Background: an optimization exercise with open tools, aiming at small area. Do not read the settings as production practice. Function was checked by simulation only, so behaviour that the tests miss may differ from the original. No activity file was given, so power comes from the tool's default toggle rates.

==> job 6275: inputs <==
==> flow/design.v <==
`timescale 1ns/1ns
module pixel_processing#(
    parameter          ROW_NUM = 9'd96,      
    parameter          COL_NUM = 9'd32,      
    parameter          DATA_WIDTH  = 16
)(
    input              rst,
    input              video_clk,
	input     [15:0]   rgb565_i,
    input              data_valid,
	output    [15:0]   pixel_mean,
    output             odata_val
   );
localparam AW = 22;             
localparam NL = 4;              
localparam NS = 8;              
reg [4:0]   col_cnt;
reg [6:0]   row_cnt;
reg         pend;
reg [15:0]  pix;
reg [2:0]   ph;
reg [NL*AW-1:0] ring [0:NS-1];
wire [NL*AW-1:0] port_q = ring[NS-1];
wire        hit  = pend && (ph == col_cnt[4:2]);
wire [1:0]  lane = col_cnt[1:0];
wire        clr  = row_cnt[1:0] == 2'd0;
wire        last_col = col_cnt == COL_NUM-1;
wire        edge_row = (row_cnt[6:2] == 5'd0) || (row_cnt[6:2] == ROW_NUM/4-1);
wire        emit = (row_cnt[1:0] == 2'd3) && (edge_row || col_cnt == 5'd0 || last_col);
wire [NL-1:0] wsel;    
wire [NL-1:0] rsel;    
reg  [AW-1:0] acc;
genvar g;
generate for (g = 0; g < NL; g = g + 1) begin : dec
    assign wsel[g] = hit && lane == g;
    assign rsel[g] = !clr && lane == g;
end endgenerate
integer k;
always @(*) begin
    acc = {AW{1'b0}};
    for (k = 0; k < NL; k = k + 1) acc = acc | ({AW{rsel[k]}} & port_q[k*AW +: AW]);
end
wire [AW-1:0] addend = {2'b0, pix[15:11], 2'b0, pix[10:5], 2'b0, pix[4:0]};
wire [AW-1:0] sum;
wire [AW:0]   cy;
genvar b;
generate for (b = 0; b < AW; b = b + 1) begin : add
    wire cin = (b == 0 || b == 7 || b == 15) ? 1'b0 : cy[b];
    assign sum[b]  = acc[b] ^ addend[b] ^ cin;
    assign cy[b+1] = (acc[b] & addend[b]) | (cin & (acc[b] ^ addend[b]));
end endgenerate
wire [6:0]  sum_r = sum[21:15];
wire [7:0]  sum_g = sum[14:7];
wire [6:0]  sum_b = sum[6:0];
assign pixel_mean = {sum_r[6:2], sum_g[7:2], sum_b[6:2]};
assign odata_val  = hit && emit;
integer i;
always@(posedge video_clk)begin
    for (i = 1; i < NS; i = i + 1) ring[i] <= ring[i-1];
    for (i = 0; i < NL; i = i + 1)
        ring[0][i*AW +: AW] <= ({AW{wsel[i]}} & sum) | ({AW{~wsel[i]}} & port_q[i*AW +: AW]);
end
always@(posedge video_clk)begin
    if (data_valid) pix <= rgb565_i;
end
always@(posedge video_clk or posedge rst)begin
    if(rst)begin
        ph      <= 'b0;
        pend    <= 1'b0;
        col_cnt <= 'b0;
        row_cnt <= 'b0;
    end else begin
        ph <= ph + 1'b1;
        if (data_valid)  pend <= 1'b1;
        else if (hit)    pend <= 1'b0;
        if (hit) begin
            col_cnt <= col_cnt + 1'b1;
            if (last_col) row_cnt <= (row_cnt == ROW_NUM-1) ? 7'd0 : row_cnt + 1'b1;
        end
    end
end
endmodule
==> flow/flow/run.sh <==
#!/bin/bash
# Own layout flow: the standard flow (standard.sh) with these changes:
#  - synthesis maps the logic with an area-oriented ABC script (abc_map.script)
#    instead of ORFS's speed script; the rest of the synthesis is unchanged,
#    so the registers are the standard synthesis's;
#  - CTS without dummy loads and with smaller clock buffers;
#  - the smallest buffer cell for the port buffers.
# Each tool's output is in orfs/logs/; the make output is in flow_make.log.
set -euo pipefail
here=$(cd "$(dirname "$0")" && pwd)
rm -rf scripts_local
cp -r "$FLOW_HOME/scripts" scripts_local
cp "$here/abc_map.script" scripts_local/abc_speed.script
export SCRIPTS_DIR=$PWD/scripts_local
source "$here/knobs.sh"
export CTS_ARGS BUFFER_PORTS_ARGS
bash standard.sh finish > flow_make.log 2>&1
==> flow/flow/abc_map.script <==
&get -n
&st
&dch
&nf
&st
&syn2
&if -g -K 6
&synch2
&nf
&st
&syn2
&if -g -K 6
&synch2
&nf
&put
topo
dnsize -c
==> flow/flow/knobs.sh <==
CTS_ARGS="-sink_clustering_enable -repair_clock_nets -sink_clustering_size 20 -sink_clustering_max_diameter 40 -buf_list sky130_fd_sc_hd__clkbuf_8 -dont_use_dummy_load"
BUFFER_PORTS_ARGS="-buffer_cell sky130_fd_sc_hd__buf_1"
==> flow/standard.sh <==
#!/bin/bash
# synth_recipe.tcl (not shown) runs the flow's synth.tcl, then flattens the netlist and writes it again
# the make line also repeats each setting of config.mk as NAME=value (left out here)
make -C /OpenROAD-flow-scripts/flow DESIGN_CONFIG=/design/flow/config.mk WORK_HOME=/design/flow/orfs CLKGATE_MAP_FILE= SYNTH_SCRIPT=/design/flow/synth_recipe.tcl "${@:-finish}"
==> flow/config.mk <==
export PLATFORM = sky130hd
export DESIGN_NAME = pixel_processing
export DESIGN_NICKNAME = pixel_processing
export VERILOG_FILES = /design/flow/design.v
export SDC_FILE = /design/flow/constraint.sdc
export NUM_CORES = 4
export LEC_CHECK = 0
export CAP_MARGIN = 20
export CORE_MARGIN = 2
export CORE_UTILIZATION = 70
export SLEW_MARGIN = 20
==> flow/constraint.sdc <==
create_clock -name core_clock -period 10.0 [get_ports {video_clk}]
set_input_delay 2.0000 -clock core_clock [delete_from_list [all_inputs] [get_ports {video_clk}]]
set_output_delay 2.0000 -clock core_clock [all_outputs]
set_load 0.01 [all_outputs]
==> inputs of job 6501, as changes to job 6275 <==
--- a/flow/design.v
+++ b/flow/design.v
@@ -28,29 +28,9 @@
 wire        edge_row = (row_cnt[6:2] == 5'd0) || (row_cnt[6:2] == ROW_NUM/4-1);
 wire        emit = (row_cnt[1:0] == 2'd3) && (edge_row || col_cnt == 5'd0 || last_col);
-wire [NL-1:0] wsel;    
-wire [NL-1:0] rsel;    
-reg  [AW-1:0] acc;
-genvar g;
-generate for (g = 0; g < NL; g = g + 1) begin : dec
-    assign wsel[g] = hit && lane == g;
-    assign rsel[g] = !clr && lane == g;
-end endgenerate
-integer k;
-always @(*) begin
-    acc = {AW{1'b0}};
-    for (k = 0; k < NL; k = k + 1) acc = acc | ({AW{rsel[k]}} & port_q[k*AW +: AW]);
-end
-wire [AW-1:0] addend = {2'b0, pix[15:11], 2'b0, pix[10:5], 2'b0, pix[4:0]};
-wire [AW-1:0] sum;
-wire [AW:0]   cy;
-genvar b;
-generate for (b = 0; b < AW; b = b + 1) begin : add
-    wire cin = (b == 0 || b == 7 || b == 15) ? 1'b0 : cy[b];
-    assign sum[b]  = acc[b] ^ addend[b] ^ cin;
-    assign cy[b+1] = (acc[b] & addend[b]) | (cin & (acc[b] ^ addend[b]));
-end endgenerate
-wire [6:0]  sum_r = sum[21:15];
-wire [7:0]  sum_g = sum[14:7];
-wire [6:0]  sum_b = sum[6:0];
+wire [AW-1:0] acc = clr ? {AW{1'b0}} : port_q[lane*AW +: AW];
+wire [6:0]  sum_r = acc[21:15] + pix[15:11];
+wire [7:0]  sum_g = acc[14:7]  + pix[10:5];
+wire [6:0]  sum_b = acc[6:0]   + pix[4:0];
+wire [AW-1:0] sum = {sum_r, sum_g, sum_b};
 assign pixel_mean = {sum_r[6:2], sum_g[7:2], sum_b[6:2]};
 assign odata_val  = hit && emit;
@@ -59,5 +39,5 @@
     for (i = 1; i < NS; i = i + 1) ring[i] <= ring[i-1];
     for (i = 0; i < NL; i = i + 1)
-        ring[0][i*AW +: AW] <= ({AW{wsel[i]}} & sum) | ({AW{~wsel[i]}} & port_q[i*AW +: AW]);
+        ring[0][i*AW +: AW] <= (hit && lane == i) ? sum : port_q[i*AW +: AW];
 end
 always@(posedge video_clk)begin
==> flow/run.sh (new file) <==
#!/bin/bash
# synth_recipe.tcl (not shown) runs the flow's synth.tcl, then flattens the netlist and writes it again
# the make line also repeats each setting of config.mk as NAME=value (left out here)
make -C /OpenROAD-flow-scripts/flow DESIGN_CONFIG=/design/flow/config.mk WORK_HOME=/design/flow/orfs CLKGATE_MAP_FILE= SYNTH_SCRIPT=/design/flow/synth_recipe.tcl finish
Settings changed: CORE_UTILIZATION 70 to 40.
removed: flow/flow/run.sh
removed: flow/flow/abc_map.script
removed: flow/flow/knobs.sh
removed: flow/standard.sh
==> qor summary <==
| item | job 6275 | job 6501 |
|---|---|---|
| Amount of wire on met2 after detailed routing | 10,900 µm | 12,600 µm |
| Sequential area share after synthesis | 86.9% | 83.6% |
| Gate Count Post-Synth | 1,054 | 1,144 |
| Num rows | 57 | 77 |
| Total Nets Final | 1,197 | 1,278 |
| Maximum number of pins on one net before global-route repair | 37 | 33 |
| Routed vias | 7,192 | 7,888 |
| Distinct cell type count of the synthesized netlist | 29 | 45 |
| Transition time at the pin with the least slew margin | 0.847 ns | 0.695 ns |
| Layout Area Growth over Synthesis | 7.64% | 18.8% |
| Leakage power of the design | 7.40 nW | 8.66 nW |
| Internal power of the cells | 0.00378 W | 0.00501 W |
| Global-route wire length before repair | 39,500 µm | 44,700 µm |
| Status | complete, no violations | complete, no violations |

==> port drivers added, routing unchanged <==
The results above use ideal ports. As a check the final layouts listed here were re-extracted and re-timed, cells and wires unchanged.
Step 1 sets driving cells, clkbuf_16 on the clock port and buf_2 on the other inputs (assumed; they add their load-dependent delay and slew).
Step 2 times the ports against the registers' clock, not the clock port: input delays grow and output delays shrink by t, the midpoint of the rising clock arrivals with the driver on.
Three values: ideal, step 1, step 2; two values: the first two.
| run | shift t [ns] | slack for setup (ns) | worst setup path after step 2 | latest minus earliest clock arrival (ns) | pins driven straight from the clock port |
|---|---|---|---|---|---|
| job 6275 | 0.625 | 2.970 / 2.921 / 3.546 | register to output | 0.073 / 0.073 | 1 |
| job 6501 | 0.609 | 3.637 / 3.584 / 4.193 | register to output | 0.026 / 0.026 | 1 |
After both steps setup and hold are still met in every run listed.
